Context: an optimization exercise on an open-source flow, tuned for small area, a short achievable clock period and few clock cycles. The choices shown serve that exercise and are no tape-out recipe. RTL that was checked went through simulation tests only; none was proved equivalent to the original. Only the layout flow was run in runs 1 and 7; the RTL was not checked for function there. Power is estimated from default activity; no workload was simulated.

--- design.v ---
module alu(output reg [7:0] y,
           input      [7:0] a,
           input      [7:0] b,
           input      [1:0] op
          );
    always @(*) begin
        case (op)
            2'b00:   y = a + b;
            2'b01:   y = ~(a & b);
            2'b10:   y = {7'b0, a < b};
            default: y = b;
        endcase
    end
endmodule
module shiftregs(output [7:0] data_out,
                 output [7:0] v0,        
                 input  [4:0] raddr,
                 input  [4:0] waddr,
                 input  [7:0] data_in,
                 input        enable,
                 input        clk,
                 input        rst
                );
    wire [7:0] q [0:31];
    wire [7:0] wd0  = rst ? 8'h00 : data_in;
    wire [7:0] wdsp = rst ? 8'hFF : data_in;
    genvar i;
    generate
        for (i = 0; i < 32; i = i + 1) begin : r
            reg [7:0] d;
            always @(posedge clk)
                if (rst | (enable & (waddr == i)))
                    d <= (i == 29) ? wdsp : wd0;
            assign q[i] = d;
        end
    endgenerate
    assign data_out = q[raddr];
    assign v0 = q[1];
endmodule
module processor(input            clk,
                 input            rst,         
                 output [7:0]     mem_addr,
                 output           mem_we,
                 output [7:0]     mem_wdata,
                 input  [7:0]     mem_rdata,   
                 output           halted,
                 output [7:0]     v0
                );
    reg  [7:0] ar;         
    reg        mv;         
    reg  [7:0] ir;         
    reg        xv;         
    reg  [7:0] acc;
    reg  [7:0] b;          
    reg  [4:0] rw;         
    reg  [1:0] opw;        
    reg        wv;         
    reg        we_q;
    reg  [7:0] wd_q;
    reg        d1;         
    reg        ld1, ld2;   
    reg        halt_q;
    reg  [7:0] pm;         
    reg        mp, xp;     
    reg        bv;         
    reg  [7:0] btb_nx, btb_tgt;    
    reg        chk;        
    reg  [7:0] wq;         
    reg  [4:0] rw2;        
    reg        rv2;        
    reg        fwdb;       
    reg        accfix;     
    wire [2:0] op = ir[7:5];
    wire [4:0] ri = ir[4:0];
    wire       mis = chk & (wd_q != btb_tgt);
    wire       ex0 = xv & ~halt_q & ~mis;
    wire [7:0] rr, wres;
    wire       wen = rv2 & ~halt_q;
    shiftregs regfile(rr, v0, ri, rw2, wq, wen, clk, rst);
    wire [7:0] acc_e = accfix ? wq : acc;
    wire [7:0] b_e   = fwdb ? wq : b;
    alu wb(wres, acc_e, b_e, opw);
    wire [7:0] rv  = (rv2 & (rw2 == ri)) ? wq : rr;
    wire       whz = wv & (rw == ri);        
    wire       p31 = (wv & (rw == 5'd31)) | (rv2 & (rw2 == 5'd31));
    wire is_acm  = (op == 3'd0);
    wire is_acmi = (op == 3'd1);
    wire is_bnz  = (op == 3'd4);
    wire is_lw   = (op == 3'd7);
    wire is_sw   = (op == 3'd6);
    wire wr_op   = (op == 3'd2) | (op == 3'd3) | (op == 3'd5);
    wire rp    = ex0 & ((whz & (is_bnz | is_sw)) | (is_sw & p31));    
    wire ex    = ex0 & ~rp;
    wire anz   = |acc_e;
    wire taken = ex & is_bnz & anz & ~xp;                  
    wire ptake = ex & is_bnz & anz & xp;                   
    wire memop = ex & op[2] & op[1];
    wire seqfx = ex & xp & ~(is_bnz & anz) & ~memop;       
    wire [7:0] pcx1 = xp ? btb_nx : pm;
    wire [7:0] pcx  = pcx1 - 8'd1;
    wire [7:0] ar1  = ar + 8'd1;
    wire hit   = bv & (ar1 == btb_nx);
    wire halt_set = rv2 & ~halt_q & (rw2 == 5'd31) & (|wq);
    assign mem_addr  = ar;
    assign mem_we    = we_q;
    assign mem_wdata = wd_q;
    assign halted    = halt_q;
    always @(posedge clk) begin
        ir   <= mem_rdata;
        wd_q <= rv;
        b    <= ld2 ? mem_rdata : (ex & (is_bnz | memop)) ? pcx1 : rv;
        opw  <= ld2 ? 2'b11 : {op[2], op[2] ^ op[0]};
        if (xv) rw <= ri;
        wq   <= wres;
        rw2  <= rw;
        fwdb <= whz & xv & wr_op;
        pm   <= ar;
        mp   <= hit;
        xp   <= mp;
        if (taken) begin
            btb_nx  <= pm;
            btb_tgt <= rv;
        end else if (mis) begin
            btb_tgt <= wd_q;
        end
        if (rst) begin
            ar     <= 8'd0;
            mv     <= 1'b0;
            xv     <= 1'b0;
            acc    <= 8'd0;
            wv     <= 1'b0;
            we_q   <= 1'b0;
            d1     <= 1'b0;
            ld1    <= 1'b0;
            ld2    <= 1'b0;
            halt_q <= 1'b0;
            rv2    <= 1'b0;
            accfix <= 1'b0;
            bv     <= 1'b0;
            chk    <= 1'b0;
        end else begin
            ar     <= d1 ? b : mis ? wd_q : rp ? pcx : taken ? rv : seqfx ? pcx1 :
                      memop ? acc_e : hit ? btb_tgt : ar1;
            mv     <= ~(mis | rp | taken | seqfx | memop | d1);
            xv     <= mv & ~(mis | rp | taken | seqfx | memop);
            if (taken) bv <= 1'b1;
            chk    <= ptake;
            acc    <= (ex & is_acm)  ? rv :
                      (ex & is_acmi) ? {{3{ri[4]}}, ri} : acc_e;
            accfix <= ex & is_acm & whz;
            rv2    <= wv;
            wv     <= (ex & (wr_op | (is_bnz & anz))) | ld2;
            we_q   <= ex & is_sw;
            d1     <= memop;
            ld1    <= memop & is_lw;
            ld2    <= ld1;
            halt_q <= halt_q | halt_set;
        end
    end
endmodule
--- constraint.sdc ---
create_clock -name core_clock -period 6.0 [get_ports {clk}]
set_input_delay 1.2000 -clock core_clock [delete_from_list [all_inputs] [get_ports {clk}]]
set_output_delay 1.2000 -clock core_clock [all_outputs]
set_load 0.01 [all_outputs]
--- config.mk ---
export PLATFORM = sky130hd
export DESIGN_NAME = processor
export DESIGN_NICKNAME = processor
export VERILOG_FILES = /design/flow/design.v
export SDC_FILE = /design/flow/constraint.sdc
export NUM_CORES = 4
export LEC_CHECK = 0
export CAP_MARGIN = 20
export CORE_MARGIN = 2
export CORE_UTILIZATION = 60
export CTS_BUF_LIST = sky130_fd_sc_hd__clkbuf_16
export CTS_CLUSTER_DIAMETER = 100
export CTS_CLUSTER_SIZE = 22
export PLACE_DENSITY = 0.7
export SETUP_SLACK_MARGIN = 3.5
export SLEW_MARGIN = 20
--- run.sh ---
#!/bin/bash
# synth_recipe.tcl (not shown) runs the flow's synth.tcl, then flattens the netlist and writes it again
# the make line also repeats each setting of config.mk as NAME=value (left out here)
make -C /OpenROAD-flow-scripts/flow DESIGN_CONFIG=/design/flow/config.mk WORK_HOME=/design/flow/orfs CLKGATE_MAP_FILE= SYNTH_SCRIPT=/design/flow/synth_recipe.tcl finish
==> results of run 1 <==
-- power by group through the flow --
stage	Combinational (W)	Sequential (W)	Clock, W
CTS	0.000739	0.00305	0.00145
global route	0.000903	0.00309	0.00153
detailed placement	0.000589	0.00311	0
global placement	0.000581	0.00311	0
floorplan	0.000363	0.00303	0
finish	0.000872	0.00308	0.00146
-- layout by cell type, fill, tap and decap left out, drive strengths merged, types with 31 or more instances in the layout --
cell,instances
nand2,51
o21ai,37
a21oi,32
nor2,78
edfxtp,277
a32oi,33
dfxtp,78
buf,169
inv,45
and3,31
nand3,86
-- sequential cells by signal, indices dropped and copies added, names as in the netlist, 2 cells and up --
name	cells
wd_q	8
ar	8
wq	8
btb_tgt	8
acc	8
btb_nx	8
ir	8
pm	8
regfile.r.d	256
rw	5
b	8
opw	2
rw2	5
-- through the flow --
step / cells / hold slack, ns
2_1_floorplan: 1244 / 0.310
3_3_place_gp: 1562 / 0.315
3_5_place_dp: 1562 / 0.318
4_1_cts: 1704 / 0.340
5_1_grt: 1746 / 0.351
6_report: 1746 / 0.338
-- synthesized netlist by cell type (30+ instances only) --
master | count | area share
nand2_1 | 51 | 0.012
nor2_1 | 78 | 0.019
nand3_1 | 86 | 0.028
a21oi_1 | 31 | 0.0099
xnor2_1 | 30 | 0.017
o21ai_0 | 35 | 0.011
inv_1 | 31 | 0.0074
clkbuf_1 | 45 | 0.011
and3_1 | 31 | 0.012
dfxtp_1 | 78 | 0.10
edfxtp_1 | 277 | 0.53
nand4_1 | 30 | 0.012
a32oi_1 | 33 | 0.018
-- layer usage --
metal	track usage	vias up	routed length, um
li1	-	5069	-
met2	0.643	1127	25800
met3	0.0884	389	7390
met1	0.503	6021	19000
met5	0	-	0
met4	0.284	0	5660
-- critical path: cells and delay by family (launching register included) --
family,cells,cell delay (ns)
flip-flops,1,0.39
AO/OA/AOI/OAI,4,0.60
buffers and inverters,3,0.45
AND/OR/NAND/NOR,4,1.26
-- kinds of logic (layout without fill, tap and decap cells) --
group | count (synthesis) | count (layout) | synth area share
simple gates | 407 | 407 | 0.139
flops | 355 | 355 | 0.632
compound gates | 252 | 252 | 0.118
buf+inv | 111 | 278 | 0.0291
mux | 54 | 54 | 0.0367
xor+xnor | 46 | 46 | 0.0284
fa+ha+maj | 19 | 19 | 0.0157
-- layout make-up --
| cell class | instances | area share |
|---|---|---|
| sequential | 355 | 0.501 |
| timing repair buffer | 210 | 0.109 |
| clock inverter | 15 | 0.00372 |
| tap | 335 | 0.0211 |
| inverter | 32 | 0.00668 |
| clock buffer | 21 | 0.0265 |
| multi-input combinational | 778 | 0.332 |
-- worst paths after layout --
path	from	to	slack [ns]	cells past startpoint
worst max-delay path	ir[2]$_DFF_P_	b[4]$_DFF_P_	3.20	11
worst min-delay path	mp$_DFF_P_	xp$_DFF_P_	0.34	0
worst max register to register	ir[2]$_DFF_P_	b[4]$_DFF_P_	3.20	11
worst min register to register	mp$_DFF_P_	xp$_DFF_P_	0.34	0
-- timing repair --
item	in CTS	in global routing
cloned	7	2
buffers inserted	99	40
setup endpoints to repair	114	90
hold buffers	0	0
pin swaps	53	61
gates resized for setup	251	144
==> flow_metrics.tcl, run 1 <==
set metrics [dict create \
    synth_edf_count 277 \
    grt_pass1_wl_mm 78.5 \
    synth_cells 1244 \
    synth_seq_area_share 0.632 \
    async_flop_share 0 \
    syn_area_per_cell_um2 12.6 \
    fin_nets 1426 \
    critPathSlowestCell "or4_4" \
    worstPathRequired_ns 6.45 \
    htree_levels 1 \
    synth_cell_types 77 \
    initial_utilization 0.605 \
    finalCritPeriodShare 0.467 \
    ir_drop_mv 0.267 \
    synth_area_um2 15600 \
    antenna_found_initial 0 \
    max_freq_ghz 0.357 \
    end_kind "register" \
    comb_power_share 0.161 \
    tns_ns 0 \
    path_common_cell "buf_12" \
    drive_above_1_share 0.326 \
    fillCellCount 1550 \
    grt_pass1_vias 11590 \
    n_antenna_cell 0 \
    grt_usage 0.407 \
    max_slew_margin 0.350 \
    core-area_um2 25800 \
    p_sw_frac 0.276 \
    fin_util 0.768 \
    syn_nets 1273 \
    post_drt_wl_per_cell_um 33.1 \
    cts_tree "built" \
    cp_max_fo 6 \
    clock_sinks 355 \
    synth_seq_cells 355 \
    post-dp-hpwl_mm 33.2 \
    place.gp.congestion 0.964 \
    cp_slowest_stage_delay_ns 0.56 \
    dr.first_iter.drc_count 2116 \
    regArea_um2 9950 \
    status "no timing/DRC/antenna violations" \
    p_total_w 0.00541 \
    multiInputGateArea_um2 6590 \
    totalWireLength_mm 57.9 \
    postPlaceCellArea_um2 16300 \
    leakage_nw 7.54 \
    p_switching_w 0.00149 \
    first_pass_iters 9 \
    die_h_um 165 \
    io_pins 36 \
    syn2layout_area_growth_pct 27.0 \
    path_clk_slew_ns 0.10 \
    clock_tree.buffer_depth 3 \
    synth_flop_cell "edfxtp_1" \
    power_density_nw_per_um2 272 \
    via_per_inst 7.22 \
    finalSetupViolCount 0 \
    port_buffers 35 \
    cts_buffers 20 \
    grt_max_degree 51 \
    hold_path.class "reg -> reg" \
    num_vias 12606 \
    die_x_um 165 \
    ant_nets 0 \
    yosysWarnings 3 \
    final_hold_viol_count 0 \
    path_class "reg -> reg" \
    finalInstanceArea_um2 19800 \
    gr-total-overflow 0 \
    cts_root_buf "clkbuf_16" \
    die_area_um2 27400 \
    fin_skew_ns 0.0314 \
    worstPathCellList "buf_12, buf_16, and3_4, o21ai_4, nand4_1, or4_4, or3_4, a22oi_4, buf_12, a211oi_2, a21o_1" \
    cp-start-kind "register" \
    worst_slack_ns 3.20 \
    rsz0062_at_grt "yes" \
    power.sequential.fraction 0.569 \
    clockPowerShare 0.270 \
    critical_path_arrival_ns 3.25 \
    intPower_w 0.00392 \
    drc_errors 0 \
    num_rows 59 \
    insertion_delay_ns 0.54 \
    final_max_slew_viol_count 0 \
    pre_cts_ws_ns 2.19 \
    maxCapViolCount 0 \
    fin_crit_ns 2.80 \
    tightestPinTransition_ns 0.972 \
]
==> run 2, diff against run 1 <==
--- a/design.v
+++ b/design.v
@@ -14,7 +14,7 @@
 endmodule
 module shiftregs(output [7:0] data_out,
                  output [7:0] v0,        
-                 input  [4:0] raddr,
+                 input  [31:0] rsel,     
                  input  [4:0] waddr,
                  input  [7:0] data_in,
                  input        enable,
@@ -34,7 +34,14 @@
             assign q[i] = d;
         end
     endgenerate
-    assign data_out = q[raddr];
+    reg [7:0] rd;
+    integer k;
+    always @(*) begin
+        rd = 8'h00;
+        for (k = 0; k < 32; k = k + 1)
+            rd = rd | ({8{rsel[k]}} & q[k]);
+    end
+    assign data_out = rd;
     assign v0 = q[1];
 endmodule
 module processor(input            clk,
@@ -49,6 +56,7 @@
     reg  [7:0] ar;         
     reg        mv;         
     reg  [7:0] ir;         
+    reg  [31:0] sel;       
     reg        xv;         
     reg  [7:0] acc;
     reg  [7:0] b;          
@@ -76,7 +84,7 @@
     wire       ex0 = xv & ~halt_q & ~mis;
     wire [7:0] rr, wres;
     wire       wen = rv2 & ~halt_q;
-    shiftregs regfile(rr, v0, ri, rw2, wq, wen, clk, rst);
+    shiftregs regfile(rr, v0, sel, rw2, wq, wen, clk, rst);
     wire [7:0] acc_e = accfix ? wq : acc;
     wire [7:0] b_e   = fwdb ? wq : b;
     alu wb(wres, acc_e, b_e, opw);
@@ -107,6 +115,7 @@
     assign halted    = halt_q;
     always @(posedge clk) begin
         ir   <= mem_rdata;
+        sel  <= 32'd1 << mem_rdata[4:0];
         wd_q <= rv;
         b    <= ld2 ? mem_rdata : (ex & (is_bnz | memop)) ? pcx1 : rv;
         opw  <= ld2 ? 2'b11 : {op[2], op[2] ^ op[0]};
--- a/config.mk
+++ b/config.mk
@@ -12,5 +12,5 @@
 export CTS_CLUSTER_DIAMETER = 100
 export CTS_CLUSTER_SIZE = 22
 export PLACE_DENSITY = 0.7
-export SETUP_SLACK_MARGIN = 3.5
+export SETUP_SLACK_MARGIN = 3.7
 export SLEW_MARGIN = 20
==> run 2 against run 1 <==
Still clean on timing, DRC and antenna. Sequential share of layout area increased by 8.7 points. Synthesized area decreased by 0.48%. Core utilization decreased by 5.4 points. Final area decreased by 8.9%. Clock skew decreased by 0.0076 ns. Worst hold slack got worse by 0.0056 ns. Final cell count decreased by 9.1%. Combinational power decreased by 28%. Non-clock buffer count decreased by 78. Largest cell class unchanged. Largest power group unchanged.
==> flow_metrics.tcl, run 2 <==
set metrics [dict create \
    yosysWarnings 3 \
    grt_max_degree 50 \
    cts_root_buf "clkbuf_16" \
    insertion_delay_ns 0.55 \
    regToRegStartpoint "ar[0]$_SDFF_PP0_" \
    die_x_um 165 \
    power.sequential.fraction 0.606 \
    power_density_nw_per_um2 299 \
    synth_xor_area_frac 0.0283 \
    hold_end "xp$_DFF_P_" \
    cts_buffers 21 \
    hold_buffers 0 \
    worstPathRequired_ns 6.45 \
    synth_top_family_by_area "compound AO/OA/AOI/OAI gates" \
    status "no timing/DRC/antenna violations" \
    htree_levels 1 \
    post-dp-hpwl_mm 30.6 \
    die_h_um 165 \
    final_max_slew_viol_count 0 \
    intPower_w 0.00402 \
    critical_path_arrival_ns 2.90 \
    synth_area_um2 15600 \
    core-area_um2 25300 \
    syn_area_per_cell_um2 13.4 \
    clock_tree.buffer_depth 3 \
    top_register "regfile.r.d" \
    p_switching_w 0.00139 \
    largest_reg_flops 256 \
    reg2reg_to "ar[6]$_SDFF_PP0_" \
    wl_met2_mm 22.2 \
    finalInstanceArea_um2 18100 \
    tightestPinTransition_ns 0.745 \
    maxCapViolCount 0 \
    pre_cts_ws_ns 3.00 \
    totalWireLength_mm 47.1 \
    comb_power_share 0.116 \
    cts_tree "built" \
    synthMuxAreaShare 0.0275 \
    via_per_inst 6.67 \
    reg.largest.list "regfile.r.d: 256 flops, sel: 32 flops" \
    drive_above_1_share 0.266 \
    fin_crit_ns 2.45 \
    clockPowerShare 0.277 \
    grt_usage 0.348 \
    syn_nets 1188 \
    synthTopCellsByArea "edfxtp_1 53%, dfxtp_1 14%, a22oi_1 4.5%" \
    first_pass_iters 5 \
    grt_pass1_vias 10131 \
    hold_depth 0 \
    gr-total-overflow 0 \
    fin_nets 1271 \
    dr.first_iter.drc_count 1301 \
    io_pins 36 \
    syn2layout_area_growth_pct 16.3 \
    hold_path.class "reg -> reg" \
    ant_nets 0 \
    crit_buf_inv 2 \
    max_freq_ghz 0.408 \
    async_flop_share 0 \
    wl_met3_mm 4.15 \
    layout_common_cells "277 x edfxtp_1, 90 x a22oi_1, 86 x nor2_1" \
    num_rows 58 \
    path_clk_slew_ns 0.09 \
    rsz0062_at_grt "yes" \
    hold_start "mp$_DFF_P_" \
    synthTopCellsByCount "277 x edfxtp_1, 110 x dfxtp_1, 93 x a22oi_1, 93 x nor2_1, 55 x clkbuf_1" \
    initial_utilization 0.614 \
    p_sw_frac 0.257 \
    top_layer "met4" \
    postPlaceCellArea_um2 16100 \
    post_drt_wl_per_cell_um 29.7 \
    met1_length_mm 17.0 \
    worst_slack_ns 3.55 \
    regToRegSetupSlack_ns 3.55 \
    synth_seq_area_share 0.676 \
    worstSetupStartpoint "ar[0]$_SDFF_PP0_" \
    yosysMostFrequentCell "edfxtp_1" \
    antenna_found_initial 0 \
    synth_seq_cells 387 \
    synth_cell_types 62 \
    port_buffers 35 \
    critPathSlowestCell "dfxtp_4" \
    synth.top_cell.area_share 0.535 \
    drc_errors 0 \
    synthAdderAreaFrac 0.0158 \
    fillCellCount 1702 \
    final_common_cell "edfxtp_1" \
    synth_flop_cell "edfxtp_1" \
    cp_max_fo 8 \
    r2r_cells 11 \
    tns_ns 0 \
    synth_cells 1159 \
    worstPathCellList "ha_4, xor2_4, or2_4, a2111oi_4, nand4_1, buf_6, buf_4, mux2i_1, o22ai_1, o211ai_1, a211oi_2" \
    cpLargestDelayFamily "compound AO/OA/AOI/OAI gates" \
    place.gp.congestion 0.950 \
    synth_compound_area_frac 0.131 \
    yosys.area.top_type "edfxtp_1" \
    cp_slowest_stage_delay_ns 0.38 \
    cp-start-kind "register" \
    n_antenna_cell 0 \
    clock_sinks 387 \
    end_kind "register" \
    ir_drop_mv 0.245 \
    finalCritPeriodShare 0.408 \
    p_total_w 0.00542 \
    synth_simple_gate_area_share 0.0923 \
    fin_skew_ns 0.0238 \
    die_area_um2 27200 \
    synth_edf_count 277 \
    final_hold_viol_count 0 \
    finalSetupViolCount 0 \
    max_slew_margin 0.503 \
    num_vias 10584 \
    path_class "reg -> reg" \
    leakage_nw 6.72 \
    grt_pass1_wl_mm 67.3 \
]
## run 2: changes by cell type after synthesis, moves of 11 or more
cell,change
mux2_2,-13
a22oi_1,+79
nor2_1,+15
nor3b_1,-11
nand3_1,-62
dfxtp_1,+32
a221oi_1,+26
a32oi_1,-33
and3_1,-27
## run 2: logic make-up (layout without fill, tap and decap cells)
family                   Yosys count  in the layout
AO/OA/AOI/OAI                    284            284
XOR/XNOR                          44             44
adder cells (fa/ha/maj)           19             19
buffers and inverters            107            205
flip-flops                       387            387
multiplexers                      41             41
AND/OR/NAND/NOR                  277            277
## run 2: worst reg2reg max path, cell delays in order (launching register included)
cell       delay [ns]
dfxtp_4          0.38
ha_4             0.19
xor2_4           0.15
or2_4            0.24
a2111oi_4        0.30
nand4_1          0.21
buf_6            0.20
buf_4            0.14
mux2i_1          0.12
o22ai_1          0.14
o211ai_1         0.11
a211oi_2         0.20
## run 2: timing repair
action / 4_1_cts / 5_1_grt
pin swaps: 12 / 44
endpoints found under the setup margin: 253 / 131
hold endpoints to repair: 0 / 0
gates cloned: 0 / 2
setup buffers: 50 / 35
gates resized for setup: 225 / 76
## run 2: cell type report
cell class	count	area, um^2	area share
clock buffers	21	526	0.0291
clock inverters	17	76.3	0.00422
inverters	35	135	0.00747
multi-input cells	665	5240	0.290
flip-flops and latches	387	10600	0.588
well taps	330	413	0.0228
repair buffers	132	1050	0.0583
## run 2: worst max-delay path by stage
stage          cells past startpoint                           end
6_report                          11              ar[6]$_SDFF_PP0_
5_1_grt                           10              ar[5]$_SDFF_PP0_
4_1_cts                            2  regfile.r[12].d[4]$_DFFE_PP_
3_5_place_dp                       2  regfile.r[13].d[4]$_DFFE_PP_
3_3_place_gp                       2  regfile.r[20].d[7]$_DFFE_PP_
2_1_floorplan                      2   regfile.r[0].d[0]$_DFFE_PP_
## run 2: metrics by stage
| step | hold WS, ns | util | cells |
|---|---|---|---|
| after detailed placement | 0.319 | 0.636 | 1462 |
| after floorplan | 0.310 | - | 1159 |
| after global routing | 0.342 | 0.714 | 1587 |
| after global placement | 0.311 | 0.636 | 1462 |
| after CTS | 0.332 | 0.689 | 1550 |
| final | 0.332 | 0.714 | 1587 |
## run 2: metal layers
metal,track usage,vias up
li1,-,4563
met1,0.449,5171
met2,0.573,655
met3,0.0467,195
met4,0.193,0
met5,0,-
## run 2: power by group through the flow
stage	clock (W)	combinational (W)	sequential, W
global placement	0	0.000499	0.00334
detailed placement	0	0.000503	0.00334
global route	0.00158	0.000669	0.00330
finish	0.00150	0.000630	0.00328
floorplan	0	0.000316	0.00327
CTS	0.00149	0.000574	0.00327
Testbench counts of run 2, summed over its fixed seeds: cycles 30,636.
==> run 3, diff against run 2 <==
--- a/config.mk
+++ b/config.mk
@@ -12,5 +12,5 @@
 export CTS_CLUSTER_DIAMETER = 100
 export CTS_CLUSTER_SIZE = 22
 export PLACE_DENSITY = 0.7
-export SETUP_SLACK_MARGIN = 3.7
+export SETUP_SLACK_MARGIN = 3.6
 export SLEW_MARGIN = 20
==> run 3 against run 2 <==
Global-route usage grew 0.56 points. Largest power group unchanged. Clock skew down 0.011 ns. First-iteration DRC count up 33%. Worst hold slack got worse by 0.0014 ns. Largest cell class unchanged. Synthesized cell count did not move. Sequential share of layout area up 1.0 points. Combinational power shrank 4.3%.
==> flow_metrics.tcl, run 3 <==
set metrics [dict create \
    regArea_um2 10600 \
    power_density_nw_per_um2 303 \
    worstPathCellList "ha_4, and3_4, xnor3_1, a2111oi_4, nand4_1, buf_4, buf_6, buf_6, nor2_4, a2111oi_4, o221ai_1, o21ai_1" \
    max_slew_margin 0.248 \
    maxCapViolCount 0 \
    end_kind "register" \
    largest_reg_flops 256 \
    multiInputGateArea_um2 5150 \
    dr.first_iter.drc_count 1733 \
    core-area_um2 25300 \
    cp_slowest_stage_delay_ns 0.39 \
    drive_above_1_share 0.210 \
    cpLargestDelayFamily "compound AO/OA/AOI/OAI gates" \
    fin_nets 1238 \
    insertion_delay_ns 0.53 \
    cp-start-kind "register" \
    fin_skew_ns 0.0133 \
    fillCellCount 1767 \
    hold_buffers 0 \
    htree_levels 1 \
    whs_ns 0.331 \
    port_buffers 35 \
    path_class "reg -> reg" \
    grt_max_degree 51 \
    critical_path_arrival_ns 2.88 \
    crit_buf_inv 3 \
    hold_path.class "reg -> reg" \
    ant_nets 0 \
    die_x_um 165 \
    yosysWarnings 3 \
    synth.top_cell.area_share 0.535 \
    async_flop_share 0 \
    clock_sinks 387 \
    finalSetupViolCount 0 \
    synth_edf_count 277 \
    syn_nets 1188 \
    gr-total-overflow 0 \
    leakage_nw 6.45 \
    synth_cells 1159 \
    post-dp-hpwl_mm 30.4 \
    syn_area_per_cell_um2 13.4 \
    yosysMostFrequentCell "edfxtp_1" \
    place.gp.congestion 0.926 \
    dp_cells 1464 \
    tightestPinTransition_ns 1.12 \
    grt_pass1_vias 10110 \
    num_rows 58 \
    cts_tree "built" \
    synthTopCellsByArea "edfxtp_1 53%, dfxtp_1 14%, a22oi_1 4.5%" \
    syn2layout_area_growth_pct 14.0 \
    initial_utilization 0.614 \
    synthTopCellsByCount "277 x edfxtp_1, 110 x dfxtp_1, 93 x a22oi_1, 93 x nor2_1, 55 x clkbuf_1" \
    grt_usage 0.354 \
    n_antenna_cell 0 \
    first_pass_iters 5 \
    synth_seq_area_share 0.676 \
    worstPathRequired_ns 6.42 \
    antenna_found_initial 0 \
    post_drt_wl_per_cell_um 30.6 \
    finalCritPeriodShare 0.412 \
    cts_buffers 21 \
    via_per_inst 6.88 \
    clock_tree.buffer_depth 3 \
    tns_ns 0 \
    final_common_cell "edfxtp_1" \
    fin_crit_ns 2.47 \
    die_h_um 165 \
    synth_seq_cells 387 \
    status "no timing/DRC/antenna violations" \
    max_freq_ghz 0.405 \
    layout_common_cells "277 x edfxtp_1, 92 x a22oi_1, 89 x nor2_1" \
    p_total_w 0.00537 \
    final_max_slew_viol_count 0 \
    synth_flop_cell "edfxtp_1" \
    final-instance-count-excl-fill 1553 \
    critPathSlowestCell "dfxtp_4" \
    top_register "regfile.r.d" \
    die_area_um2 27200 \
    final_hold_viol_count 0 \
    io_pins 36 \
    synth_area_um2 15600 \
    synth_cell_types 62 \
    totalWireLength_mm 47.5 \
    drc_errors 0 \
    path_clk_slew_ns 0.09 \
    grt_pass1_wl_mm 67.9 \
    rsz0062_at_grt "yes" \
    ir_drop_mv 0.224 \
    yosys.area.top_type "edfxtp_1" \
    cts_root_buf "clkbuf_16" \
    cp_max_fo 4 \
    num_vias 10680 \
    reg.largest.list "regfile.r.d: 256 flops, sel: 32 flops" \
]
[run 3: cell types whose count changed in the layout (fill, tap and decap cells not counted), moves of 5 or more]
| cell | before | now |
|---|---|---|
| buf_2 | 25 | 3 |
| o21bai_1 | 1 | 8 |
| a221oi_1 | 20 | 27 |
| buf_4 | 82 | 54 |
| clkbuf_2 | 1 | 8 |
| dfxtp_1 | 58 | 63 |
| clkdlybuf4s15_1 | 0 | 10 |
| dfxtp_2 | 30 | 36 |
| dfxtp_4 | 22 | 11 |
| a221oi_2 | 7 | 1 |
| o21bai_2 | 10 | 3 |
[run 3: what timing repair did]
| action | 4_1_cts | 5_1_grt |
|---|---|---|
| setup buffers | 32 | 19 |
| pin swaps | 8 | 30 |
| endpoints found under the setup margin | 187 | 239 |
| gates resized for setup | 147 | 76 |
| gates cloned | 1 | 0 |
[run 3: final timing paths]
path / from / end / slack [ns] / cells after the start
setup / recovery: ar[1]$_SDFF_PP0_ / ar[0]$_SDFF_PP0_ / 3.53 / 12
hold / removal: mp$_DFF_P_ / xp$_DFF_P_ / 0.33 / 0
setup reg to reg: ar[1]$_SDFF_PP0_ / ar[0]$_SDFF_PP0_ / 3.53 / 12
hold reg to reg: mp$_DFF_P_ / xp$_DFF_P_ / 0.33 / 0
[run 3: area by class of cell]
cell class | count | area share
multi-input cells | 665 | 0.290
repair buffers | 99 | 0.0471
flip-flops and latches | 387 | 0.598
inverters | 35 | 0.00762
clock inverters | 16 | 0.00381
well taps | 330 | 0.0233
clock buffers | 21 | 0.0296
[run 3: stage by stage]
step / area [um^2] / setup WS [ns] / utilization
finish: 17700 / 3.53 / 0.700
global placement: 16100 / 2.92 / 0.637
CTS: 17400 / 3.57 / 0.686
detailed placement: 16100 / 2.89 / 0.637
floorplan: 15600 / 3.44 / -
global route: 17700 / 3.46 / 0.700
[run 3: report_power, final]
| group | switching (W) | internal [W] | total [W] |
|---|---|---|---|
| registers | 0.000165 | 0.00313 | 0.00329 |
| clock network | 0.000826 | 0.000644 | 0.00147 |
| logic | 0.000367 | 0.000236 | 0.000603 |
| total | 0.00136 | 0.00401 | 0.00537 |
[run 3: cell families after synthesis]
group | synth area share
compound gates | 0.131
xor+xnor | 0.0283
fa+ha+maj | 0.0158
buf+inv | 0.0283
flops | 0.676
mux | 0.0275
simple gates | 0.0923
[run 3: metal layers]
metal  part of all wire  vias to the layer above  GRT usage
met4              0.067                        0      0.179
met2               0.46                      767      0.562
met5                  0                        -          0
li1                   -                     4505          -
met1               0.37                     5227      0.469
met3               0.11                      181     0.0678
==> run 4, diff against run 3 <==
--- a/config.mk
+++ b/config.mk
@@ -12,5 +12,5 @@
 export CTS_CLUSTER_DIAMETER = 100
 export CTS_CLUSTER_SIZE = 22
 export PLACE_DENSITY = 0.7
-export SETUP_SLACK_MARGIN = 3.6
+export SETUP_SLACK_MARGIN = 3.5
 export SLEW_MARGIN = 20
==> run 4 against run 3 <==
Critical endpoint is now mem_addr[0]. Worst hold slack improved by 0.0019 ns. Sequential share of layout area is 1.4 points higher. Clock power hardly changed. Synthesized cell count stayed put. Critical path type is now reg -> out. Count of clock-buffer cells in the layout unchanged. Highest routed layer unchanged. Synthesized area unchanged. Die area stayed put.
==> flow_metrics.tcl, run 4 <==
set metrics [dict create \
    yosysWarnings 3 \
    syn_area_per_cell_um2 13.4 \
    largest_reg_flops 256 \
    end_kind "output pin" \
    io_pins 36 \
    initial_utilization 0.614 \
    cp_max_fo 4 \
    hold_start "mp$_DFF_P_" \
    synth_edf_count 277 \
    worstSetupStartpoint "ar[0]$_SDFF_PP0_" \
    synth_cells 1159 \
    cts_root_buf "clkbuf_16" \
    fillCellCount 1749 \
    top_register "regfile.r.d" \
    regToRegStartpoint "sel[27]$_SDFF_PN0_" \
    p_total_w 0.00530 \
    r2r_cells 8 \
    layout_common_cells "277 x edfxtp_1, 92 x a22oi_1, 89 x nor2_1" \
    insertion_delay_ns 0.53 \
    die_area_um2 27200 \
    postPlaceCellArea_um2 16100 \
    synth.top_cell.area_share 0.535 \
    path_clk_slew_ns 0.09 \
    max_freq_ghz 0.396 \
    reg.largest.list "regfile.r.d: 256 flops, sel: 32 flops" \
    worst_slack_ns 3.48 \
    cts_buffers 21 \
    finalCritPeriodShare 0.420 \
    n_antenna_cell 0 \
    synthTopCellsByCount "277 x edfxtp_1, 110 x dfxtp_1, 93 x a22oi_1, 93 x nor2_1, 55 x clkbuf_1" \
    gr-total-overflow 0 \
    leakage_nw 6.31 \
    fin_util 0.682 \
    drc_errors 0 \
    critPathSlowestCell "dfxtp_4" \
    cts_tree "built" \
    synth_cell_types 62 \
    fin_skew_ns 0.0155 \
    dr.first_iter.drc_count 1606 \
    post-dp-hpwl_mm 30.4 \
    synthTopCellsByArea "edfxtp_1 53%, dfxtp_1 14%, a22oi_1 4.5%" \
    drive_above_1_share 0.153 \
    synth_seq_cells 387 \
    tightestPinTransition_ns 1.03 \
    grt_max_degree 32 \
    clock_sinks 387 \
    rsz0062_at_grt "yes" \
    critical_path_arrival_ns 1.32 \
    worst-path-stages 2 \
    reg2reg_to "b[2]$_DFF_P_" \
    worstPathRequired_ns 4.80 \
    crit_buf_inv 2 \
    ant_nets 0 \
    core-area_um2 25300 \
    synth_seq_area_share 0.676 \
    cp-start-kind "register" \
    fin_nets 1210 \
    num_rows 58 \
    finalSetupViolCount 0 \
    max_slew_margin 0.314 \
    power_density_nw_per_um2 307 \
    synth_flop_cell "edfxtp_1" \
    yosysMostFrequentCell "edfxtp_1" \
    hold_path.class "reg -> reg" \
    die_h_um 165 \
    cpLargestDelayFamily "buffers and inverters" \
    grt_pass1_wl_mm 66.4 \
    yosys.area.top_type "edfxtp_1" \
    htree_levels 1 \
    final_max_slew_viol_count 0 \
    port_buffers 35 \
    path_class "reg -> out" \
    grt_pass1_vias 10187 \
    num_vias 10404 \
    totalWireLength_mm 46.2 \
    worstPathCellList "buf_4, dlygate4sd2_1" \
    maxCapViolCount 0 \
    hold_buffers 0 \
    endpoint "mem_addr[0]" \
    grt_usage 0.345 \
    final_hold_viol_count 0 \
    async_flop_share 0 \
    cp_slowest_stage_delay_ns 0.37 \
    die_x_um 165 \
    first_pass_iters 6 \
    pre_cts_ws_ns 2.87 \
    post_drt_wl_per_cell_um 30.3 \
    syn2layout_area_growth_pct 11.1 \
    final_common_cell "edfxtp_1" \
    antenna_found_initial 0 \
    regToRegSetupSlack_ns 3.53 \
    status "no timing/DRC/antenna violations" \
    place.gp.congestion 0.941 \
    fin_crit_ns 2.52 \
    synth_area_um2 15600 \
    ir_drop_mv 0.247 \
    syn_nets 1188 \
    tns_ns 0 \
    finalInstanceArea_um2 17300 \
    via_per_inst 6.82 \
    clock_tree.buffer_depth 3 \
]
-- run 4: how the worst min path moves through the flow --
stage | to | slack, ns | depth (start not counted)
4_1_cts | xp$_DFF_P_ | 0.34 | 0
6_report | xp$_DFF_P_ | 0.33 | 0
5_1_grt | xp$_DFF_P_ | 0.34 | 0
2_1_floorplan | xp$_DFF_P_ | 0.31 | 0
3_5_place_dp | xp$_DFF_P_ | 0.32 | 0
3_3_place_gp | xp$_DFF_P_ | 0.31 | 0
-- run 4: timing repair --
item                                    in CTS  in global routing
resized for setup                           74                 55
endpoints found under the setup margin     141                123
setup buffers                               12                 10
gates cloned                                 1                  0
pin swaps                                    5                 14
-- run 4: per-stage QoR --
| step | hold WS [ns] | std cells |
|---|---|---|
| finish | 0.333 | 1525 |
| global route | 0.345 | 1525 |
| CTS | 0.338 | 1515 |
| detailed placement | 0.316 | 1465 |
| global placement | 0.311 | 1465 |
| floorplan | 0.310 | 1159 |
-- run 4: worst reg2reg max path, cell delays in order (launching register included) --
cell,delay [ns]
dfxtp_1,0.54
a22o_1,0.34
a221oi_1,0.21
nand3_1,0.17
nor4_2,0.41
a21oi_2,0.24
nand2_1,0.10
o21ai_0,0.10
mux2_2,0.28
-- run 4: power by group --
part / switching (W) / internal, W / leakage, nW / total [W]
Clock: 0.000827 / 0.000644 / 0.345 / 0.00147
Combinational: 0.000346 / 0.000201 / 2.25 / 0.000547
Sequential: 0.000152 / 0.00313 / 3.72 / 0.00328
Total: 0.00133 / 0.00397 / 6.31 / 0.00530
-- run 4: kinds of logic after synthesis --
| family | count (synthesis) | share of synthesized area |
|---|---|---|
| xor gates and xnor gates | 44 | 0.0283 |
| and+or+nand+nor | 277 | 0.0923 |
| DFF | 387 | 0.676 |
| buffers and inverters | 107 | 0.0283 |
| muxes | 41 | 0.0275 |
| adders and majority gates | 19 | 0.0158 |
| AOI/OAI and AO/OA | 284 | 0.131 |
-- run 4: metal layers --
layer / global-route usage / share of wire / up-vias
li1: - / - / 4446
met1: 0.457 / 0.37 / 5091
met2: 0.544 / 0.45 / 693
met3: 0.0723 / 0.11 / 174
met4: 0.170 / 0.061 / 0
met5: 0 / 0 / -
-- run 4: area by class of cell --
cell class,count,area (um^2),share of cell area
Tap cell,330,413,0.0239
Timing Repair Buffer,71,627,0.0363
Clock buffer,21,526,0.0304
Inverter,35,135,0.00782
Clock inverter,16,67.6,0.00391
Multi-Input combinational cell,665,4930,0.286
Sequential cell,387,10600,0.612
==> run 5, diff against run 4 <==
==> flow/run.sh (new file) <==
#!/bin/bash
set -euo pipefail
export BUFFER_PORTS_ARGS="-buffer_cell sky130_fd_sc_hd__buf_2"
bash standard.sh > standard_flow.log 2>&1
==> standard.sh (new file) <==
#!/bin/bash
# synth_recipe.tcl (not shown) runs the flow's synth.tcl, then flattens the netlist and writes it again
# the make line also repeats each setting of config.mk as NAME=value (left out here)
make -C /OpenROAD-flow-scripts/flow DESIGN_CONFIG=/design/flow/config.mk WORK_HOME=/design/flow/orfs CLKGATE_MAP_FILE= SYNTH_SCRIPT=/design/flow/synth_recipe.tcl "${@:-finish}"
removed: run.sh
==> run 5 against run 4 <==
Worst hold slack about the same. Wire length shrank 0.53%. Maximum frequency increased by 0.99%. Synthesized area unchanged. Flip-flop and latch count is the same. Non-clock buffer count fell by 1. Core utilization fell by 0.79 points. Critical path type is now reg -> reg. Via count decreased by 1.1%.
==> flow_metrics.tcl, run 5 <==
set metrics [dict create \
    die_h_um 165 \
    port_buffers 35 \
    syn_area_per_cell_um2 13.4 \
    end_kind "register" \
    intPower_w 0.00397 \
    postPlaceCellArea_um2 16000 \
    reg.largest.list "regfile.r.d: 256 flops, sel: 32 flops" \
    layout_common_cells "277 x edfxtp_1, 95 x dfxtp_1, 92 x a22oi_1" \
    cp-start-kind "register" \
    async_flop_share 0 \
    synth_top_family_by_area "compound AO/OA/AOI/OAI gates" \
    yosysMostFrequentCell "edfxtp_1" \
    grt_pass1_wl_mm 65.8 \
    worst_slack_ns 3.50 \
    comb_power_share 0.104 \
    hold_start "mp$_DFF_P_" \
    grt_max_degree 35 \
    grt_pass1_vias 9820 \
    gr-total-overflow 0 \
    tightestPinTransition_ns 0.901 \
    p_sw_frac 0.251 \
    synth_edf_count 277 \
    post-dp-hpwl_mm 30.0 \
    path_clk_slew_ns 0.10 \
    htree_levels 1 \
    synth_seq_area_share 0.676 \
    cpLargestDelayFamily "simple AND/OR/NAND/NOR gates" \
    synthAdderAreaFrac 0.0158 \
    final_hold_viol_count 0 \
    fin_nets 1209 \
    drive_above_1_share 0.165 \
    clock_tree.buffer_depth 3 \
    p_total_w 0.00530 \
    cts_buffers 21 \
    fin_crit_ns 2.50 \
    ir_drop_mv 0.218 \
    synthMuxAreaShare 0.0275 \
    crit_buf_inv 0 \
    worstSetupStartpoint "accfix$_SDFF_PP0_" \
    hold_path.class "reg -> reg" \
    max_freq_ghz 0.400 \
    fillCellCount 1797 \
    core-area_um2 25300 \
    max_slew_margin 0.398 \
    critPathSlowestCell "or4_4" \
    initial_utilization 0.614 \
    synth_xor_area_frac 0.0283 \
    syn_nets 1188 \
    syn2layout_area_growth_pct 9.79 \
    synth_simple_gate_area_share 0.0923 \
    n_antenna_cell 0 \
    regArea_um2 10500 \
    multiInputGateArea_um2 4930 \
    num_vias 10292 \
    synthTopCellsByArea "edfxtp_1 53%, dfxtp_1 14%, a22oi_1 4.5%" \
    hold_buffers 0 \
    p_switching_w 0.00133 \
    maxCapViolCount 0 \
    yosys.area.top_type "edfxtp_1" \
    clock_sinks 387 \
    drc_errors 0 \
    tns_ns 0 \
    synth_cell_types 62 \
    clockPowerShare 0.278 \
    status "no timing/DRC/antenna violations" \
    power.sequential.fraction 0.618 \
    post_drt_wl_per_cell_um 30.1 \
    num_rows 58 \
    io_pins 36 \
    antenna_found_initial 0 \
    path_class "reg -> reg" \
    synth_seq_cells 387 \
    place.gp.congestion 0.953 \
    regToRegSetupSlack_ns 3.50 \
    worstPathRequired_ns 6.47 \
    finalInstanceArea_um2 17100 \
    ant_nets 0 \
    final_max_slew_viol_count 0 \
    via_per_inst 6.75 \
    totalWireLength_mm 45.9 \
    top_register "regfile.r.d" \
    finalCritPeriodShare 0.416 \
    critical_path_arrival_ns 2.97 \
    die_area_um2 27200 \
    synth_area_um2 15600 \
    fin_util 0.674 \
    regToRegStartpoint "accfix$_SDFF_PP0_" \
    cts_tree "built" \
    synth_cells 1159 \
    insertion_delay_ns 0.53 \
    synth_flop_cell "edfxtp_1" \
    rsz0062_at_grt "yes" \
    grt_usage 0.344 \
    synth.top_cell.area_share 0.535 \
    fin_skew_ns 0.0181 \
    worstPathCellList "nor4_4, a21oi_1, o311a_4, nor2b_4, nand2b_4, nand2_4, or4_4, nor2_1" \
    cp_max_fo 9 \
    pre_cts_ws_ns 2.81 \
    cp_slowest_stage_delay_ns 0.54 \
    first_pass_iters 7 \
    power_density_nw_per_um2 310 \
    final_common_cell "edfxtp_1" \
    die_x_um 165 \
    dr.first_iter.drc_count 1544 \
    yosysWarnings 3 \
    leakage_nw 6.24 \
    largest_reg_flops 256 \
    synthTopCellsByCount "277 x edfxtp_1, 110 x dfxtp_1, 93 x a22oi_1, 93 x nor2_1, 55 x clkbuf_1" \
    finalSetupViolCount 0 \
    cts_root_buf "clkbuf_16" \
    synth_compound_area_frac 0.131 \
]
[run 5: worst paths after layout]
kind | end | cells past startpoint
worst min-delay path | xp$_DFF_P_ | 0
worst max-delay path | mv$_SDFF_PP0_ | 8
worst min register to register | xp$_DFF_P_ | 0
worst max register to register | mv$_SDFF_PP0_ | 8
[run 5: through the flow]
| stage | std cells | hold slack, ns |
|---|---|---|
| 6_report | 1524 | 0.333 |
| 5_1_grt | 1524 | 0.357 |
| 4_1_cts | 1519 | 0.341 |
| 3_5_place_dp | 1468 | 0.317 |
| 3_3_place_gp | 1468 | 0.310 |
| 2_1_floorplan | 1159 | 0.310 |
[run 5: kinds of logic (layout without fill, tap and decap cells)]
logic type	Yosys count	count (layout)
adders and majority gates	19	19
AOI/OAI and AO/OA	284	284
muxes	41	41
DFF	387	387
and+or+nand+nor	277	277
xor gates and xnor gates	44	44
buffers and inverters	107	142
[run 5: power by group through the flow]
stage	sequential (W)	combinational (W)	clock (W)
after floorplan	0.00326	0.000315	0
after global placement	0.00332	0.000483	0
after detailed placement	0.00333	0.000488	0
after CTS	0.00327	0.000523	0.00148
after global routing	0.00329	0.000588	0.00157
final	0.00328	0.000550	0.00147
[run 5: repair_timing]
item / 4_1_cts / 5_1_grt
pin swaps: 8 / 12
endpoints found under the setup margin: 119 / 159
buffers inserted: 13 / 5
cloned: 1 / 0
resized for setup: 50 / 28
[run 5: metal layers]
metal / vias up / track usage / share of wire
li1: 4437 / - / -
met1: 5002 / 0.455 / 0.37
met2: 670 / 0.552 / 0.46
met3: 183 / 0.0703 / 0.11
met4: 0 / 0.154 / 0.059
met5: - / 0 / 0
[run 5: cell type report]
cell class / count / share of cell area
Sequential cell: 387 / 0.618
Multi-Input combinational cell: 665 / 0.289
Clock buffer: 21 / 0.0308
Timing Repair Buffer: 70 / 0.0265
Tap cell: 330 / 0.0242
Inverter: 35 / 0.00791
Clock inverter: 16 / 0.00396
==> run 6, diff against run 5 <==
==> run.sh (new file) <==
#!/bin/bash
# synth_recipe.tcl (not shown) runs the flow's synth.tcl, then flattens the netlist and writes it again
# the make line also repeats each setting of config.mk as NAME=value (left out here)
make -C /OpenROAD-flow-scripts/flow DESIGN_CONFIG=/design/flow/config.mk WORK_HOME=/design/flow/orfs CLKGATE_MAP_FILE= SYNTH_SCRIPT=/design/flow/synth_recipe.tcl finish
--- a/config.mk
+++ b/config.mk
@@ -7,10 +7,10 @@
 export LEC_CHECK = 0
 export CAP_MARGIN = 20
 export CORE_MARGIN = 2
-export CORE_UTILIZATION = 60
+export CORE_UTILIZATION = 70
 export CTS_BUF_LIST = sky130_fd_sc_hd__clkbuf_16
 export CTS_CLUSTER_DIAMETER = 100
 export CTS_CLUSTER_SIZE = 22
-export PLACE_DENSITY = 0.7
+export PLACE_DENSITY = 0.8
 export SETUP_SLACK_MARGIN = 3.5
 export SLEW_MARGIN = 20
removed: flow/run.sh
removed: standard.sh
==> run 6 against run 5 <==
Die area fell by 14%. Still clean. Clock power barely moved. Largest power group unchanged. Critical path type unchanged. Maximum frequency fell by 2.5%. Highest routed layer unchanged. Non-clock buffer count rose by 13. Final area rose by 1.9%.
==> flow_metrics.tcl, run 6 <==
set metrics [dict create \
    status "no timing/DRC/antenna violations" \
    synth.top_cell.area_share 0.535 \
    final_max_slew_viol_count 0 \
    io_pins 36 \
    ant_nets 0 \
    hold_path.class "reg -> reg" \
    reg.largest.list "regfile.r.d: 256 flops, sel: 32 flops" \
    ir_drop_mv 0.306 \
    via_per_inst 7.22 \
    drc_errors 0 \
    gr-total-overflow 0 \
    num_vias 10736 \
    synth_simple_gate_area_share 0.0923 \
    antenna_found_initial 0 \
    tightestPinTransition_ns 1.09 \
    final_hold_viol_count 0 \
    synth_seq_cells 387 \
    post-dp-hpwl_mm 30.9 \
    hold_buffers 0 \
    post_drt_wl_per_cell_um 31.2 \
    fillCellCount 1246 \
    port_buffers 35 \
    yosys.area.top_type "edfxtp_1" \
    syn_nets 1188 \
    synth_seq_area_share 0.676 \
    synth_cell_types 62 \
    finalSetupViolCount 0 \
    synth_compound_area_frac 0.131 \
    synth_cells 1159 \
    num_rows 54 \
    die_h_um 153 \
    die_area_um2 23400 \
    critical_path_arrival_ns 3.00 \
    clock_sinks 387 \
    max_freq_ghz 0.390 \
    top_register "regfile.r.d" \
    fin_skew_ns 0.0195 \
    place.gp.congestion 1.04 \
    n_antenna_cell 0 \
    synth_top_family_by_area "compound AO/OA/AOI/OAI gates" \
    synth_area_um2 15600 \
    totalWireLength_mm 46.4 \
    end_kind "register" \
    synthTopCellsByCount "277 x edfxtp_1, 110 x dfxtp_1, 93 x a22oi_1, 93 x nor2_1, 55 x clkbuf_1" \
    largest_reg_flops 256 \
    syn2layout_area_growth_pct 11.9 \
    finalCritPeriodShare 0.427 \
    htree_levels 1 \
    dr.first_iter.drc_count 1442 \
    core-area_um2 21800 \
    rsz0062_at_grt "yes" \
    synth_edf_count 277 \
    syn_area_per_cell_um2 13.4 \
    synthAdderAreaFrac 0.0158 \
    tns_ns 0 \
    final_common_cell "edfxtp_1" \
    path_clk_slew_ns 0.09 \
    cts_root_buf "clkbuf_16" \
    insertion_delay_ns 0.54 \
    initial_utilization 0.713 \
    leakage_nw 6.38 \
    cp_max_fo 6 \
    yosysWarnings 3 \
    maxCapViolCount 0 \
    cp-start-kind "register" \
    cts_buffers 21 \
    worstPathRequired_ns 6.43 \
    synth_flop_cell "edfxtp_1" \
    grt_pass1_wl_mm 66.4 \
    clock_tree.buffer_depth 3 \
    layout_common_cells "277 x edfxtp_1, 92 x a22oi_1, 88 x nor2_1" \
    die_x_um 153 \
    cts_tree "built" \
    yosysMostFrequentCell "edfxtp_1" \
    grt_pass1_vias 10137 \
    p_total_w 0.00533 \
    async_flop_share 0 \
    synth_xor_area_frac 0.0283 \
    fin_crit_ns 2.56 \
    grt_usage 0.388 \
    max_slew_margin 0.271 \
    path_class "reg -> reg" \
    drive_above_1_share 0.168 \
    first_pass_iters 7 \
    synthMuxAreaShare 0.0275 \
    fin_nets 1222 \
    power_density_nw_per_um2 306 \
    synthTopCellsByArea "edfxtp_1 53%, dfxtp_1 14%, a22oi_1 4.5%" \
    grt_max_degree 43 \
]
==> run 6: cell counts after synthesis <==
Identical to the previous run, type by type.
==> run 6: cell families (layout without fill, tap and decap cells) <==
family	Yosys count	count (layout)
DFF	387	387
AOI/OAI and AO/OA	284	284
and+or+nand+nor	277	277
buffers and inverters	107	156
xor gates and xnor gates	44	44
muxes	41	41
adders and majority gates	19	19
==> run 6: critical path, stage by stage (launching register included) <==
cell and delay (ns):
dfxtp_4 0.40, ha_4 0.16, and3_4 0.19, xnor3_1 0.25, a2111oi_4 0.29, nand4_1 0.21, buf_6 0.20, mux2i_2 0.16
o22ai_1 0.20, o211ai_1 0.14, a211oi_1 0.26
==> run 6: where the power goes <==
part           internal (W)  total [W]  switching, W
Sequential          0.00313    0.00330      0.000170
Combinational      0.000214   0.000567      0.000353
Clock              0.000647    0.00147      0.000819
==> run 6: worst paths after layout <==
check	end	from	cells after the start	slack [ns]
min	xp$_DFF_P_	mp$_DFF_P_	0	0.34
min reg2reg	xp$_DFF_P_	mp$_DFF_P_	0	0.34
max reg2reg	ar[6]$_SDFF_PP0_	ar[0]$_SDFF_PP0_	10	3.44
max	ar[6]$_SDFF_PP0_	ar[0]$_SDFF_PP0_	10	3.44
==> run 6: layer usage <==
| metal | part of all wire | track usage | up-vias |
|---|---|---|---|
| met3 | 0.12 | 0.0817 | 231 |
| met5 | 0 | 0 | - |
| met4 | 0.078 | 0.207 | 0 |
| met2 | 0.47 | 0.634 | 924 |
| li1 | - | - | 4464 |
| met1 | 0.33 | 0.491 | 5117 |
==> run 6: area by class of cell <==
class,instances,area [um^2],area share
Sequential cell,387,10600,0.608
Multi-Input combinational cell,665,5020,0.289
Timing Repair Buffer,83,718,0.0413
Clock buffer,21,526,0.0302
Tap cell,280,350,0.0201
Inverter,35,135,0.00777
Clock inverter,17,76.3,0.00439
==> run 6: stage by stage <==
stage / instance area (um^2) / utilization / cells / hold slack, ns / setup WS, ns
final: 17400 / 0.797 / 1488 / 0.342 / 3.44
after CTS: 17000 / 0.780 / 1467 / 0.344 / 3.38
after global routing: 17400 / 0.797 / 1488 / 0.345 / 3.36
after detailed placement: 16100 / 0.736 / 1413 / 0.320 / 2.62
after floorplan: 15600 / - / 1159 / 0.310 / 3.44
after global placement: 16000 / 0.735 / 1413 / 0.312 / 2.81
==> run 6: what timing repair did <==
action / 4_1_cts / 5_1_grt
buffers inserted: 15 / 20
pin swaps: 2 / 24
resized for setup: 92 / 48
setup endpoints to repair: 422 / 105
gates cloned: 1 / 0
==> run 7, diff against run 6 <==
--- a/design.v
+++ b/design.v
@@ -57,6 +57,8 @@
     reg        mv;         
     reg  [7:0] ir;         
     reg  [31:0] sel;       
+    reg        d_acm, d_acmi, d_bnz, d_sw, d_lw, d_wr;
+    reg        whz_q, f2_q, p31_q;
     reg        xv;         
     reg  [7:0] acc;
     reg  [7:0] b;          
@@ -88,26 +90,30 @@
     wire [7:0] acc_e = accfix ? wq : acc;
     wire [7:0] b_e   = fwdb ? wq : b;
     alu wb(wres, acc_e, b_e, opw);
-    wire [7:0] rv  = (rv2 & (rw2 == ri)) ? wq : rr;
-    wire       whz = wv & (rw == ri);        
-    wire       p31 = (wv & (rw == 5'd31)) | (rv2 & (rw2 == 5'd31));
-    wire is_acm  = (op == 3'd0);
-    wire is_acmi = (op == 3'd1);
-    wire is_bnz  = (op == 3'd4);
-    wire is_lw   = (op == 3'd7);
-    wire is_sw   = (op == 3'd6);
-    wire wr_op   = (op == 3'd2) | (op == 3'd3) | (op == 3'd5);
+    wire [7:0] rv  = f2_q ? wq : rr;
+    wire       whz = whz_q;                  
+    wire       p31 = p31_q;                  
+    wire is_acm  = d_acm;
+    wire is_acmi = d_acmi;
+    wire is_bnz  = d_bnz;
+    wire is_lw   = d_lw;
+    wire is_sw   = d_sw;
+    wire wr_op   = d_wr;
     wire rp    = ex0 & ((whz & (is_bnz | is_sw)) | (is_sw & p31));    
     wire ex    = ex0 & ~rp;
     wire anz   = |acc_e;
     wire taken = ex & is_bnz & anz & ~xp;                  
     wire ptake = ex & is_bnz & anz & xp;                   
-    wire memop = ex & op[2] & op[1];
+    wire memop = ex & (d_sw | d_lw);
     wire seqfx = ex & xp & ~(is_bnz & anz) & ~memop;       
     wire [7:0] pcx1 = xp ? btb_nx : pm;
     wire [7:0] pcx  = pcx1 - 8'd1;
     wire [7:0] ar1  = ar + 8'd1;
     wire hit   = bv & (ar1 == btb_nx);
+    wire       wv_n = ~rst & ((ex & (wr_op | (is_bnz & anz))) | ld2);
+    wire [4:0] rw_n = xv ? ri : rw;
+    wire [2:0] mop  = mem_rdata[7:5];
+    wire [4:0] mri  = mem_rdata[4:0];
     wire halt_set = rv2 & ~halt_q & (rw2 == 5'd31) & (|wq);
     assign mem_addr  = ar;
     assign mem_we    = we_q;
@@ -116,10 +122,19 @@
     always @(posedge clk) begin
         ir   <= mem_rdata;
         sel  <= 32'd1 << mem_rdata[4:0];
+        d_acm  <= (mop == 3'd0);
+        d_acmi <= (mop == 3'd1);
+        d_bnz  <= (mop == 3'd4);
+        d_sw   <= (mop == 3'd6);
+        d_lw   <= (mop == 3'd7);
+        d_wr   <= (mop == 3'd2) | (mop == 3'd3) | (mop == 3'd5);
+        whz_q  <= wv_n & (rw_n == mri);
+        f2_q   <= ~rst & wv & (rw == mri);
+        p31_q  <= (wv_n & (rw_n == 5'd31)) | (~rst & wv & (rw == 5'd31));
         wd_q <= rv;
         b    <= ld2 ? mem_rdata : (ex & (is_bnz | memop)) ? pcx1 : rv;
         opw  <= ld2 ? 2'b11 : {op[2], op[2] ^ op[0]};
-        if (xv) rw <= ri;
+        rw   <= rw_n;
         wq   <= wres;
         rw2  <= rw;
         fwdb <= whz & xv & wr_op;
@@ -158,7 +173,7 @@
                       (ex & is_acmi) ? {{3{ri[4]}}, ri} : acc_e;
             accfix <= ex & is_acm & whz;
             rv2    <= wv;
-            wv     <= (ex & (wr_op | (is_bnz & anz))) | ld2;
+            wv     <= wv_n;
             we_q   <= ex & is_sw;
             d1     <= memop;
             ld1    <= memop & is_lw;
--- a/config.mk
+++ b/config.mk
@@ -7,10 +7,10 @@
 export LEC_CHECK = 0
 export CAP_MARGIN = 20
 export CORE_MARGIN = 2
-export CORE_UTILIZATION = 70
+export CORE_UTILIZATION = 60
 export CTS_BUF_LIST = sky130_fd_sc_hd__clkbuf_16
 export CTS_CLUSTER_DIAMETER = 100
 export CTS_CLUSTER_SIZE = 22
-export PLACE_DENSITY = 0.8
+export PLACE_DENSITY = 0.7
 export SETUP_SLACK_MARGIN = 3.5
 export SLEW_MARGIN = 20
==> run 7 against run 6 <==
Setup slack gained 0.047 ns. Wire length shrank 1.3%. Critical path depth shrank 3. Highest routed layer unchanged. Final area grew 0.24%. Combinational power grew 4.2%. First-iteration DRC count shrank 13%. Die area grew 18%. Maximum frequency grew 1.9%. Sequential share of layout area grew 0.46 points.
==> flow_metrics.tcl, run 7 <==
set metrics [dict create \
    status "no timing/DRC/antenna violations" \
    post_drt_wl_per_cell_um 29.2 \
    regToRegStartpoint "sel[2]$_SDFF_PP0_" \
    finalCritPeriodShare 0.419 \
    crit_buf_inv 0 \
    num_rows 59 \
    syn2layout_area_growth_pct 10.3 \
    hold_end "xp$_DFF_P_" \
    cpLargestDelayFamily "compound AO/OA/AOI/OAI gates" \
    final_common_cell "edfxtp_1" \
    async_flop_share 0 \
    synth_seq_cells 395 \
    yosys.area.top_type "edfxtp_1" \
    synthTopCellsByCount "272 x edfxtp_1, 123 x dfxtp_1, 87 x nand2_1" \
    path_clk_slew_ns 0.09 \
    regToRegSetupSlack_ns 3.48 \
    final_hold_viol_count 0 \
    port_buffers 35 \
    num_vias 10589 \
    critPathSlowestCell "a221oi_1" \
    synth_edf_count 272 \
    die_h_um 166 \
    synth_cells 1206 \
    layout_common_cells "272 x edfxtp_1, 101 x dfxtp_1, 86 x nand2_1" \
    initial_utilization 0.609 \
    grt_pass1_vias 10269 \
    max_slew_margin 0.221 \
    end_kind "register" \
    fin_nets 1252 \
    power_density_nw_per_um2 313 \
    synth_area_um2 15800 \
    gr-total-overflow 0 \
    hold_start "mp$_DFF_P_" \
    cts_buffers 21 \
    yosysWarnings 3 \
    fin_crit_ns 2.52 \
    first_pass_iters 5 \
    clock_tree.buffer_depth 3 \
    ir_drop_mv 0.290 \
    post-dp-hpwl_mm 31.3 \
    dr.first_iter.drc_count 1248 \
    clock_sinks 395 \
    n_antenna_cell 0 \
    grt_max_degree 43 \
    die_x_um 166 \
    yosysMostFrequentCell "edfxtp_1" \
    path_class "reg -> reg" \
    place.gp.congestion 0.962 \
    maxCapViolCount 0 \
    hold_depth 0 \
    leakage_nw 6.51 \
    grt_pass1_wl_mm 66.7 \
    cts_root_buf "clkbuf_16" \
    cp_slowest_stage_delay_ns 0.50 \
    via_per_inst 6.74 \
    htree_levels 1 \
    final_max_slew_viol_count 0 \
    fin_skew_ns 0.0192 \
    grt_usage 0.326 \
    synthTopCellsByArea "edfxtp_1 52%, dfxtp_1 16%, nand2_1 2.1%" \
    syn_area_per_cell_um2 13.1 \
    top_register "regfile.r.d" \
    reg2reg_to "ar[4]$_SDFF_PP0_" \
    worstPathCellList "a22o_1, a221oi_1, nand4_1, nor3_2, a21oi_1, o22ai_1, o22ai_1" \
    worst-path-stages 7 \
    cp_max_fo 8 \
    p_total_w 0.00546 \
    max_freq_ghz 0.397 \
    cts_tree "built" \
    core-area_um2 26000 \
    synth.top_cell.area_share 0.516 \
    synth_seq_area_share 0.672 \
    reg.largest.list "regfile.r.d: 256 flops, sel: 32 flops" \
    path_common_cell "o22ai_1" \
    synth_cell_types 69 \
    cp-start-kind "register" \
    finalSetupViolCount 0 \
    die_area_um2 27700 \
    hold_path.class "reg -> reg" \
    r2r_cells 7 \
    tns_ns 0 \
    ant_nets 0 \
    totalWireLength_mm 45.8 \
    largest_reg_flops 256 \
    antenna_found_initial 0 \
    syn_nets 1235 \
    synth_flop_cell "edfxtp_1" \
    insertion_delay_ns 0.54 \
    tightestPinTransition_ns 1.17 \
    critical_path_arrival_ns 2.90 \
    drc_errors 0 \
    rsz0062_at_grt "yes" \
    drive_above_1_share 0.133 \
    io_pins 36 \
    worstPathRequired_ns 6.38 \
]
run 7: cell count changes in the layout (fill, tap and decap cells not counted), moves of 9 or more:
cell / change
a21oi_1: +24
dfxtp_1: +20
dfxtp_2: -9
xor2_1: +9
a22o_1: +18
nor2_1: -15
nor4_4: -9
nand2_1: +42
a22oi_1: -52
xnor2_1: -12
buf_4: -13
run 7: power by group:
| group | internal, W | switching (W) |
|---|---|---|
| sequential | 0.00320 | 0.000189 |
| combinational | 0.000204 | 0.000387 |
| clock | 0.000640 | 0.000837 |
run 7: cells by family (layout without fill, tap and decap cells):
| logic type | after synthesis | count (layout) | synth area share |
|---|---|---|---|
| AO/OA/AOI/OAI | 294 | 294 | 0.135 |
| XOR/XNOR | 42 | 42 | 0.0286 |
| adder cells (fa/ha/maj) | 19 | 19 | 0.0155 |
| buffers and inverters | 107 | 137 | 0.0263 |
| flip-flops | 395 | 395 | 0.672 |
| multiplexers | 37 | 37 | 0.0246 |
| AND/OR/NAND/NOR | 312 | 313 | 0.0976 |
run 7: repair_timing:
item	4_1_cts	5_1_grt
gates cloned	0	1
gates resized for setup	76	39
endpoints found under the setup margin	132	87
pin swaps	2	5
buffers inserted	3	19
hold buffers	0	0
run 7: per-layer routing:
layer  global-route usage  vias up  part of all wire
met5                    0        -                 0
met4                0.160        0             0.065
met3               0.0620      161              0.10
met2                0.546      703              0.48
met1                0.410     5139              0.35
li1                     -     4586                 -
run 7: layout make-up:
| type | count | area (um^2) |
|---|---|---|
| Sequential cell | 395 | 10700 |
| Tap cell | 335 | 419 |
| Clock buffer | 21 | 526 |
| Clock inverter | 16 | 60.1 |
| Fill cell | 1929 | 8540 |
| Inverter | 33 | 126 |
| Multi-Input combinational cell | 705 | 5060 |
| Timing Repair Buffer | 67 | 573 |
run 7: worst max path at each step:
stage / start / end / slack, ns
floorplan: rst / regfile.r[0].d[0]$_DFFE_PP_ / 3.39
global placement: rst / regfile.r[28].d[7]$_DFFE_PP_ / 2.90
detailed placement: rst / regfile.r[28].d[7]$_DFFE_PP_ / 2.86
CTS: btb_tgt[5]$_DFFE_PP_ / ar[4]$_SDFF_PP0_ / 3.41
global route: halt_q$_SDFF_PP0_ / regfile.r[5].d[4]$_DFFE_PP_ / 3.47
finish: sel[2]$_SDFF_PP0_ / ar[4]$_SDFF_PP0_ / 3.48
run 7: stage by stage:
step	area, um^2	cells	hold slack (ns)	setup slack [ns]	utilization
2_1_floorplan	15800	1206	0.310	3.39	-
3_3_place_gp	16400	1512	0.313	2.90	0.631
3_5_place_dp	16400	1512	0.314	2.86	0.631
4_1_cts	17100	1552	0.333	3.41	0.659
5_1_grt	17400	1572	0.347	3.47	0.671
6_report	17400	1572	0.331	3.48	0.671

## what the ideal ports hide
Ports are ideal in the flow. The routed layouts listed here were re-timed in OpenROAD. Step 1 sets driving cells, clkbuf_16 on the clock port and buf_2 on the other inputs (assumed; they add their load-dependent delay and slew). Step 2 moves the port delays by t, midway between the first and last clock arrival at a register: inputs arrive t later, outputs are due t later. That takes back most of the time a late clock gives input paths. a / b / c = no drivers / after step 1 / after step 2; a / b = the first two.
run	t, ns	slack for setup (ns)	worst setup path after step 2
run 1	0.582	3.199 / 3.199 / 2.964	input to register
run 2	0.583	3.549 / 3.549 / 3.213	input to register
run 3	0.578	3.531 / 3.531 / 3.008	input to register
run 4	0.565	3.477 / 3.429 / 3.073	input to register
run 5	0.575	3.502 / 3.502 / 3.043	input to register
run 6	0.573	3.437 / 3.432 / 3.051	input to register
run 7	0.578	3.484 / 3.470 / 3.060	input to register
After both steps setup and hold are still met in every run listed. For run 3, which loses most, drivers alone change the setup slack by 0.000 ns; drivers and shift together by -0.523 ns.
